From an optimization exercise on the open Yosys and OpenROAD flow, aimed at a short achievable clock period and few clock cycles per item; shortcuts taken in it are not production practice.
The RTL was checked by simulation tests, not by an equivalence proof against the original design.
Power is estimated from default activity; no workload was simulated.

==> branch xenon: inputs <==
Design cute_processor, start of the top module:
module cute_processor(
	input [15:0] DIN,
	input Resetn, Clock, Run,
	output reg Done,
	output reg [15:0] BusWires);
==> module rdec, before the edit <==
module rdec(
	input [2:0] n,
	input on,
	output [7:0] sel);
	wire [2:0] nn;
	wire [3:0] lo_n;
	wire [1:0] hi_n;
	g_inv i0 (.a(n[0]), .y(nn[0]));
	g_inv i1 (.a(n[1]), .y(nn[1]));
	g_inv i2 (.a(n[2]), .y(nn[2]));
	g_nand2 l0 (.a(nn[1]), .b(nn[0]), .y(lo_n[0]));
	g_nand2 l1 (.a(nn[1]), .b(n[0]), .y(lo_n[1]));
	g_nand2 l2 (.a(n[1]), .b(nn[0]), .y(lo_n[2]));
	g_nand2 l3 (.a(n[1]), .b(n[0]), .y(lo_n[3]));
	g_nand2 h0 (.a(nn[2]), .b(on), .y(hi_n[0]));
	g_nand2 h1 (.a(n[2]), .b(on), .y(hi_n[1]));
	genvar j;
	generate
		for (j = 0; j < 8; j = j + 1) begin : s
			g_nor2 u (.a(lo_n[j % 4]), .b(hi_n[j / 4]), .y(sel[j]));
		end
	endgenerate
endmodule
==> module busbit, before the edit <==
module busbit(
	input [7:0] sel,
	input [7:0] r,
	input e,
	output out,
	output outw);
	wire n0, n1, n2, n3;
	g_a22oi u0 (.a(sel[0]), .b(r[0]), .c(sel[1]), .d(r[1]), .y(n0));
	g_a22oi u1 (.a(sel[2]), .b(r[2]), .c(sel[3]), .d(r[3]), .y(n1));
	g_a22oi u2 (.a(sel[4]), .b(r[4]), .c(sel[5]), .d(r[5]), .y(n2));
	g_a221oi u3 (.a(sel[6]), .b(r[6]), .c(sel[7]), .d(r[7]), .e(e), .y(n3));
	g_nand4 u4 (.a(n0), .b(n1), .c(n2), .d(n3), .y(out));
	g_nand4 u5 (.a(n0), .b(n1), .c(n2), .d(n3), .y(outw));
endmodule
==> module cute_processor, before the edit <==
module cute_processor(
	input [15:0] DIN,
	input Resetn, Clock, Run,
	output reg Done,
	output reg [15:0] BusWires);
	parameter mv = 2'b00, mvi = 2'b01;
	reg [15:0] R [0:7];
	reg [15:0] G;       
	reg sg;             
	reg si;             
	reg [2:0] px;       
	reg idle;           
	wire [1:0] op = DIN[14:13];
	wire [2:0] x = DIN[12:10];
	wire [2:0] y = DIN[9:7];
	wire busy = ~idle;
	wire acc = idle & Run;
	wire [7:0] sel_lo, sel_hi, selx;
	rdec u_ylo (.n(y), .on(idle), .sel(sel_lo));
	rdec u_yhi (.n(y), .on(idle), .sel(sel_hi));
	rdec u_x (.n(x), .on(1'b1), .sel(selx));
	wire [15:0] bus, busw;    
	wire [15:0] rx, rxn;      
	wire [15:0] e;
	genvar b;
	generate
		for (b = 0; b < 16; b = b + 1) begin : bits
			wire [7:0] rb = {R[7][b], R[6][b], R[5][b], R[4][b], R[3][b], R[2][b], R[1][b], R[0][b]};
			g_a22o u_e (.a(sg), .b(G[b]), .c(si), .d(DIN[b]), .y(e[b]));
			busbit u_bit (.sel(b < 8 ? sel_lo : sel_hi), .r(rb), .e(e[b]), .out(bus[b]), .outw(busw[b]));
			rbit u_rx (.sel(selx), .r(rb), .out(rx[b]), .outn(rxn[b]));
		end
	endgenerate
	always @(*) begin
		Done = sg | si | (acc & (op == mv));
		BusWires = bus;
	end
	always @(posedge Clock, negedge Resetn)
		if (!Resetn) begin
			sg <= 1'b0;
			si <= 1'b0;
			idle <= 1'b1;
		end else begin
			sg <= acc & op[1];
			si <= acc & (op == mvi);
			idle <= ~(acc & (op != mv));
		end
	wire [15:0] sum, nsum;
	add16 u_add (.a(rx), .b(busw), .s(sum));
	add16 u_sub (.a(rxn), .b(busw), .s(nsum));
	always @(posedge Clock) begin
		px <= x;
		G <= op[0] ? ~nsum : sum;
	end
	integer k;
	always @(posedge Clock)
		for (k = 0; k < 8; k = k + 1)
			if ((busy & (px == k)) | (acc & (op == mv) & (x == k)))
				R[k] <= busw;
endmodule
Settings: LEC_CHECK=0, CAP_MARGIN=20, CORE_MARGIN=2, CORE_UTILIZATION=40, SETUP_SLACK_MARGIN=3, SLEW_MARGIN=20, SYNTH_HIERARCHICAL=1, SYNTH_MINIMUM_KEEP_SIZE=0; clock period 6.0 ns.
run.sh (not shown) runs the stock make flow with config.mk's settings and CLKGATE_MAP_FILE= SYNTH_SCRIPT=/design/flow/synth_recipe.tcl, a recipe that flattens the netlist after the stock synthesis.
==> branch cedar: changes against branch xenon <==
==> flow/design.v (replaced) <==
module g_nor2(input a, b, output y); assign y = ~(a | b); endmodule
module g_nand4(input a, b, c, d, output y); assign y = ~(a & b & c & d); endmodule
module g_a22oi(input a, b, c, d, output y); assign y = ~((a & b) | (c & d)); endmodule
module g_a222oi(input a, b, c, d, e, f, output y); assign y = ~((a & b) | (c & d) | (e & f)); endmodule
module ydec(
	input [2:0] y,
	input busy,
	output [7:0] sel);
	assign sel = {8{~busy}} & (8'b1 << y);
endmodule
module busbit(
	input [7:0] sel,
	input [7:0] r,
	input sg, g, si, din,
	output out,
	output outw);
	wire n0, n1, n2, n3;
	g_a222oi u0 (.a(sel[0]), .b(r[0]), .c(sel[1]), .d(r[1]), .e(sg), .f(g), .y(n0));
	g_a222oi u1 (.a(sel[2]), .b(r[2]), .c(sel[3]), .d(r[3]), .e(si), .f(din), .y(n1));
	g_a22oi u2 (.a(sel[4]), .b(r[4]), .c(sel[5]), .d(r[5]), .y(n2));
	g_a22oi u3 (.a(sel[6]), .b(r[6]), .c(sel[7]), .d(r[7]), .y(n3));
	g_nand4 u4 (.a(n0), .b(n1), .c(n2), .d(n3), .y(out));
	g_nand4 u5 (.a(n0), .b(n1), .c(n2), .d(n3), .y(outw));
endmodule
module cute_processor(
	input [15:0] DIN,
	input Resetn, Clock, Run,
	output reg Done,
	output reg [15:0] BusWires);
	parameter mv = 2'b00, mvi = 2'b01;
	reg [15:0] R [0:7];
	reg [15:0] G;       
	reg sg;             
	reg si;             
	reg [2:0] px;       
	wire [1:0] op = DIN[14:13];
	wire [2:0] x = DIN[12:10];
	wire [2:0] y = DIN[9:7];
	wire busy = sg | si;
	wire idle = ~busy;
	wire acc = idle & Run;
	wire [7:0] sel;
	ydec u_ydec (.y(y), .busy(busy), .sel(sel));
	wire [15:0] bus, busw;    
	genvar b;
	generate
		for (b = 0; b < 16; b = b + 1) begin : bits
			busbit u_bit (.sel(sel),
				.r({R[7][b], R[6][b], R[5][b], R[4][b], R[3][b], R[2][b], R[1][b], R[0][b]}),
				.sg(sg), .g(G[b]), .si(si), .din(DIN[b]), .out(bus[b]), .outw(busw[b]));
		end
	endgenerate
	always @(*) begin
		Done = sg | si | (acc & (op == mv));
		BusWires = bus;
	end
	always @(posedge Clock, negedge Resetn)
		if (!Resetn) begin
			sg <= 1'b0;
			si <= 1'b0;
		end else begin
			sg <= acc & op[1];
			si <= acc & (op == mvi);
		end
	always @(posedge Clock)
		if (idle) begin
			px <= x;
			G <= op[0] ? R[x] - R[y] : R[x] + R[y];
		end
	integer k;
	always @(posedge Clock)
		for (k = 0; k < 8; k = k + 1)
			if ((busy & (px == k)) | (acc & (op == mv) & (x == k)))
				R[k] <= busw;
endmodule
==> branch quartz: changes against branch xenon <==
--- a/flow/design.v
+++ b/flow/design.v
@@ -1,54 +1,69 @@
 module g_nand4(input a, b, c, d, output y); assign y = ~(a & b & c & d); endmodule
 module g_a22oi(input a, b, c, d, output y); assign y = ~((a & b) | (c & d)); endmodule
 module g_a22o(input a, b, c, d, output y); assign y = (a & b) | (c & d); endmodule
+module g_nand3(input a, b, c, output y); assign y = ~(a & b & c); endmodule
 module g_inv(input a, output y); assign y = ~a; endmodule
 module g_and2(input a, b, output y); assign y = a & b; endmodule
 module g_and4(input a, b, c, d, output y); assign y = a & b & c & d; endmodule
 module g_nand2(input a, b, output y); assign y = ~(a & b); endmodule
 module g_nor2(input a, b, output y); assign y = ~(a | b); endmodule
 module g_xor2(input a, b, output y); assign y = a ^ b; endmodule
 module g_a21oi(input a1, a2, b1, output y); assign y = ~((a1 & a2) | b1); endmodule
 module g_o21ai(input a1, a2, b1, output y); assign y = ~((a1 | a2) & b1); endmodule
 module g_a221oi(input a, b, c, d, e, output y); assign y = ~((a & b) | (c & d) | e); endmodule
 module rdec(
 	input [2:0] n,
 	input on,
 	output [7:0] sel);
 	wire [2:0] nn;
-	wire [3:0] lo_n;
-	wire [1:0] hi_n;
+	wire [7:0] sel_n;
+	wire [7:6] m_n;
 	g_inv i0 (.a(n[0]), .y(nn[0]));
 	g_inv i1 (.a(n[1]), .y(nn[1]));
 	g_inv i2 (.a(n[2]), .y(nn[2]));
-	g_nand2 l0 (.a(nn[1]), .b(nn[0]), .y(lo_n[0]));
-	g_nand2 l1 (.a(nn[1]), .b(n[0]), .y(lo_n[1]));
-	g_nand2 l2 (.a(n[1]), .b(nn[0]), .y(lo_n[2]));
-	g_nand2 l3 (.a(n[1]), .b(n[0]), .y(lo_n[3]));
-	g_nand2 h0 (.a(nn[2]), .b(on), .y(hi_n[0]));
-	g_nand2 h1 (.a(n[2]), .b(on), .y(hi_n[1]));
+	genvar j;
+	generate
+		for (j = 0; j < 6; j = j + 1) begin : s
+			g_nand4 d (.a(on), .b(j & 4 ? n[2] : nn[2]), .c(j & 2 ? n[1] : nn[1]), .d(j & 1 ? n[0] : nn[0]), .y(sel_n[j]));
+			g_inv u (.a(sel_n[j]), .y(sel[j]));
+		end
+		for (j = 6; j < 8; j = j + 1) begin : t
+			g_nand3 d (.a(n[2]), .b(n[1]), .c(j & 1 ? n[0] : nn[0]), .y(m_n[j]));
+			g_nand2 u (.a(on), .b(m_n[j]), .y(sel[j]));
+		end
+	endgenerate
+endmodule
+module xdec(
+	input [2:0] n,
+	output [7:0] sel);
+	wire [2:0] nn;
+	wire [7:0] sel_n;
+	g_inv i0 (.a(n[0]), .y(nn[0]));
+	g_inv i1 (.a(n[1]), .y(nn[1]));
+	g_inv i2 (.a(n[2]), .y(nn[2]));
 	genvar j;
 	generate
 		for (j = 0; j < 8; j = j + 1) begin : s
-			g_nor2 u (.a(lo_n[j % 4]), .b(hi_n[j / 4]), .y(sel[j]));
+			g_nand3 d (.a(j & 4 ? n[2] : nn[2]), .b(j & 2 ? n[1] : nn[1]), .c(j & 1 ? n[0] : nn[0]), .y(sel_n[j]));
+			g_inv u (.a(sel_n[j]), .y(sel[j]));
 		end
 	endgenerate
 endmodule
 module busbit(
 	input [7:0] sel,
 	input [7:0] r,
-	input e,
 	output out,
 	output outw);
 	wire n0, n1, n2, n3;
 	g_a22oi u0 (.a(sel[0]), .b(r[0]), .c(sel[1]), .d(r[1]), .y(n0));
 	g_a22oi u1 (.a(sel[2]), .b(r[2]), .c(sel[3]), .d(r[3]), .y(n1));
 	g_a22oi u2 (.a(sel[4]), .b(r[4]), .c(sel[5]), .d(r[5]), .y(n2));
-	g_a221oi u3 (.a(sel[6]), .b(r[6]), .c(sel[7]), .d(r[7]), .e(e), .y(n3));
+	g_a22oi u3 (.a(sel[6]), .b(r[6]), .c(sel[7]), .d(r[7]), .y(n3));
 	g_nand4 u4 (.a(n0), .b(n1), .c(n2), .d(n3), .y(out));
 	g_nand4 u5 (.a(n0), .b(n1), .c(n2), .d(n3), .y(outw));
 endmodule
 module rbit(
 	input [7:0] sel,
 	input [7:0] r,
 	output out,
 	output outn);
@@ -116,30 +131,36 @@
 	reg si;             
 	reg [2:0] px;       
 	reg idle;           
 	wire [1:0] op = DIN[14:13];
 	wire [2:0] x = DIN[12:10];
 	wire [2:0] y = DIN[9:7];
 	wire busy = ~idle;
 	wire acc = idle & Run;
-	wire [7:0] sel_lo, sel_hi, selx;
-	rdec u_ylo (.n(y), .on(idle), .sel(sel_lo));
-	rdec u_yhi (.n(y), .on(idle), .sel(sel_hi));
-	rdec u_x (.n(x), .on(1'b1), .sel(selx));
+	wire [7:0] sel0, sel1, sel2, sel3, selx;    
+	rdec u_y0 (.n(y), .on(idle), .sel(sel0));
+	rdec u_y1 (.n(y), .on(idle), .sel(sel1));
+	rdec u_y2 (.n(y), .on(idle), .sel(sel2));
+	rdec u_y3 (.n(y), .on(idle), .sel(sel3));
+	wire [7:0] selx_hi;
+	xdec u_x (.n(x), .sel(selx));
+	xdec u_xh (.n(x), .sel(selx_hi));
 	wire [15:0] bus, busw;    
 	wire [15:0] rx, rxn;      
-	wire [15:0] e;
 	genvar b;
 	generate
 		for (b = 0; b < 16; b = b + 1) begin : bits
 			wire [7:0] rb = {R[7][b], R[6][b], R[5][b], R[4][b], R[3][b], R[2][b], R[1][b], R[0][b]};
-			g_a22o u_e (.a(sg), .b(G[b]), .c(si), .d(DIN[b]), .y(e[b]));
-			busbit u_bit (.sel(b < 8 ? sel_lo : sel_hi), .r(rb), .e(e[b]), .out(bus[b]), .outw(busw[b]));
-			rbit u_rx (.sel(selx), .r(rb), .out(rx[b]), .outn(rxn[b]));
+			wire [7:0] rbb;
+			g_a22o u_e6 (.a(idle), .b(R[6][b]), .c(sg), .d(G[b]), .y(rbb[6]));
+			g_a22o u_e7 (.a(idle), .b(R[7][b]), .c(si), .d(DIN[b]), .y(rbb[7]));
+			assign rbb[5:0] = rb[5:0];
+			busbit u_bit (.sel(b < 4 ? sel0 : b < 8 ? sel1 : b < 12 ? sel2 : sel3), .r(rbb), .out(bus[b]), .outw(busw[b]));
+			rbit u_rx (.sel(b < 8 ? selx : selx_hi), .r(rb), .out(rx[b]), .outn(rxn[b]));
 		end
 	endgenerate
 	always @(*) begin
 		Done = sg | si | (acc & (op == mv));
 		BusWires = bus;
 	end
 	always @(posedge Clock, negedge Resetn)
 		if (!Resetn) begin
==> branch fjord: changes against branch xenon <==
--- a/flow/design.v
+++ b/flow/design.v
@@ -116,29 +116,31 @@
 	reg si;             
 	reg [2:0] px;       
 	reg idle;           
 	wire [1:0] op = DIN[14:13];
 	wire [2:0] x = DIN[12:10];
 	wire [2:0] y = DIN[9:7];
 	wire busy = ~idle;
 	wire acc = idle & Run;
-	wire [7:0] sel_lo, sel_hi, selx;
-	rdec u_ylo (.n(y), .on(idle), .sel(sel_lo));
-	rdec u_yhi (.n(y), .on(idle), .sel(sel_hi));
+	wire [7:0] sel0, sel1, sel2, sel3, selx;    
+	rdec u_y0 (.n(y), .on(idle), .sel(sel0));
+	rdec u_y1 (.n(y), .on(idle), .sel(sel1));
+	rdec u_y2 (.n(y), .on(idle), .sel(sel2));
+	rdec u_y3 (.n(y), .on(idle), .sel(sel3));
 	rdec u_x (.n(x), .on(1'b1), .sel(selx));
 	wire [15:0] bus, busw;    
 	wire [15:0] rx, rxn;      
 	wire [15:0] e;
 	genvar b;
 	generate
 		for (b = 0; b < 16; b = b + 1) begin : bits
 			wire [7:0] rb = {R[7][b], R[6][b], R[5][b], R[4][b], R[3][b], R[2][b], R[1][b], R[0][b]};
 			g_a22o u_e (.a(sg), .b(G[b]), .c(si), .d(DIN[b]), .y(e[b]));
-			busbit u_bit (.sel(b < 8 ? sel_lo : sel_hi), .r(rb), .e(e[b]), .out(bus[b]), .outw(busw[b]));
+			busbit u_bit (.sel(b < 4 ? sel0 : b < 8 ? sel1 : b < 12 ? sel2 : sel3), .r(rb), .e(e[b]), .out(bus[b]), .outw(busw[b]));
 			rbit u_rx (.sel(selx), .r(rb), .out(rx[b]), .outn(rxn[b]));
 		end
 	endgenerate
 	always @(*) begin
 		Done = sg | si | (acc & (op == mv));
 		BusWires = bus;
 	end
 	always @(posedge Clock, negedge Resetn)
==> notes <==
Branch quartz finished with timing, DRC and antenna clean. Branch xenon finished clean. Branch fjord completed without violations. Branch cedar produced a clean layout.
In branch quartz the combinational power is larger than in branch cedar, by about 40%.
Against branch fjord, the critical path depth of branch quartz is lower by 1.
Sequential cell count: branch fjord is higher than branch cedar (1).
Via count, highest first: branch cedar, branch quartz, branch fjord, branch xenon.
Clock skew, highest first: branch quartz, branch xenon, branch cedar, branch fjord.
Final cell count, highest first: branch quartz, branch fjord, branch cedar, branch xenon.
Worst hold slack: branch cedar > branch quartz > branch fjord > branch xenon.
Of branch quartz and branch xenon, branch quartz has the higher register-to-register slack (gap 0.17 ns).
==> figures <==
|  | branch quartz | branch xenon | branch fjord | branch cedar |
|---|---|---|---|---|
| M2 GR Usage | 42.8% | 44.9% | 45.9% | 46.7% |
| Number of antenna violations at the first check in global routing | 0 | 0 | 0 | 1 |
| Switch share | 34.0% | 34.6% | 34.7% | 30.2% |
| Final critical path time including I/O delays and setup | 3.40 ns | 3.46 ns | 3.42 ns | 4.21 ns |
| Path length in cells of the critical path | 7 | 8 | 8 | 16 |
| Fraction of final layout cells sized beyond drive strength 1 | 58.0% | 57.6% | 58.9% | 42.0% |
| Outcome | complete, no violations | complete, no violations | complete, no violations | complete, no violations |
| Worst Min Path Start | R[5][3]$_DFFE_PP_ | idle$_DFF_PN1_ | R[3][0]$_DFFE_PP_ | R[4][12]$_DFFE_PP_ |
| Reported leakage power | 4.90 nW | 4.50 nW | 4.58 nW | 4.62 nW |
| Power per cell area | 284 nW/um^2 | 294 nW/um^2 | 294 nW/um^2 | 272 nW/um^2 |
| Area after DPL | 10600 um^2 | 10000 um^2 | 10400 um^2 | 9780 um^2 |
| Clock Buffer Count | 21 | 19 | 17 | 19 |
| Number of nets in the layout | 1057 | 957 | 973 | 976 |
| Number of cells after detailed placement | 1191 | 1066 | 1102 | 1030 |
| Sequential cell area share | 32.2% | 33.4% | 32.9% | 35.8% |
| Overall Global Routing Usage | 24.9% | 25.8% | 26.7% | 29.3% |
| Die X | 157 um | 153 um | 154 um | 153 um |
Testbench counts of branch xenon, summed over its fixed seeds: cycles 5,717, instructions 3,264.
Testbench counts of branch cedar, summed over its fixed seeds: cycles 5,717, instructions 3,264.
Testbench counts of branch quartz, summed over its fixed seeds: cycles 5,717, instructions 3,264.
Testbench counts of branch fjord, summed over its fixed seeds: cycles 5,717, instructions 3,264.

separate check: timing with driven ports:
No port has a modelled driver above. Below, the same layouts with a new extraction and two added sets of constraints.
Step 1 assumes that a clkbuf_16 drives the clock port and a buf_2 every other input.
Step 2 also shifts input and output timing later by t, the mid clock arrival at the registers, as if the neighbouring blocks saw the same clock.
Three values: ideal ports, drivers, drivers and shift; two values: the first two.
run	shift t [ns]	setup WS [ns]	clock arrival spread, ns
branch xenon	0.471	2.543 / 2.480 / 2.124	0.013 / 0.014
branch cedar	0.474	1.794 / 1.644 / 1.193	0.011 / 0.011
branch quartz	0.475	2.600 / 2.431 / 2.173	0.016 / 0.016
branch fjord	0.474	2.576 / 2.393 / 2.012	0.009 / 0.008
After both steps setup and hold are still met in every run listed. The setup slack of branch cedar, which loses most, moves by -0.150 ns with the drivers and by -0.601 ns with both steps.
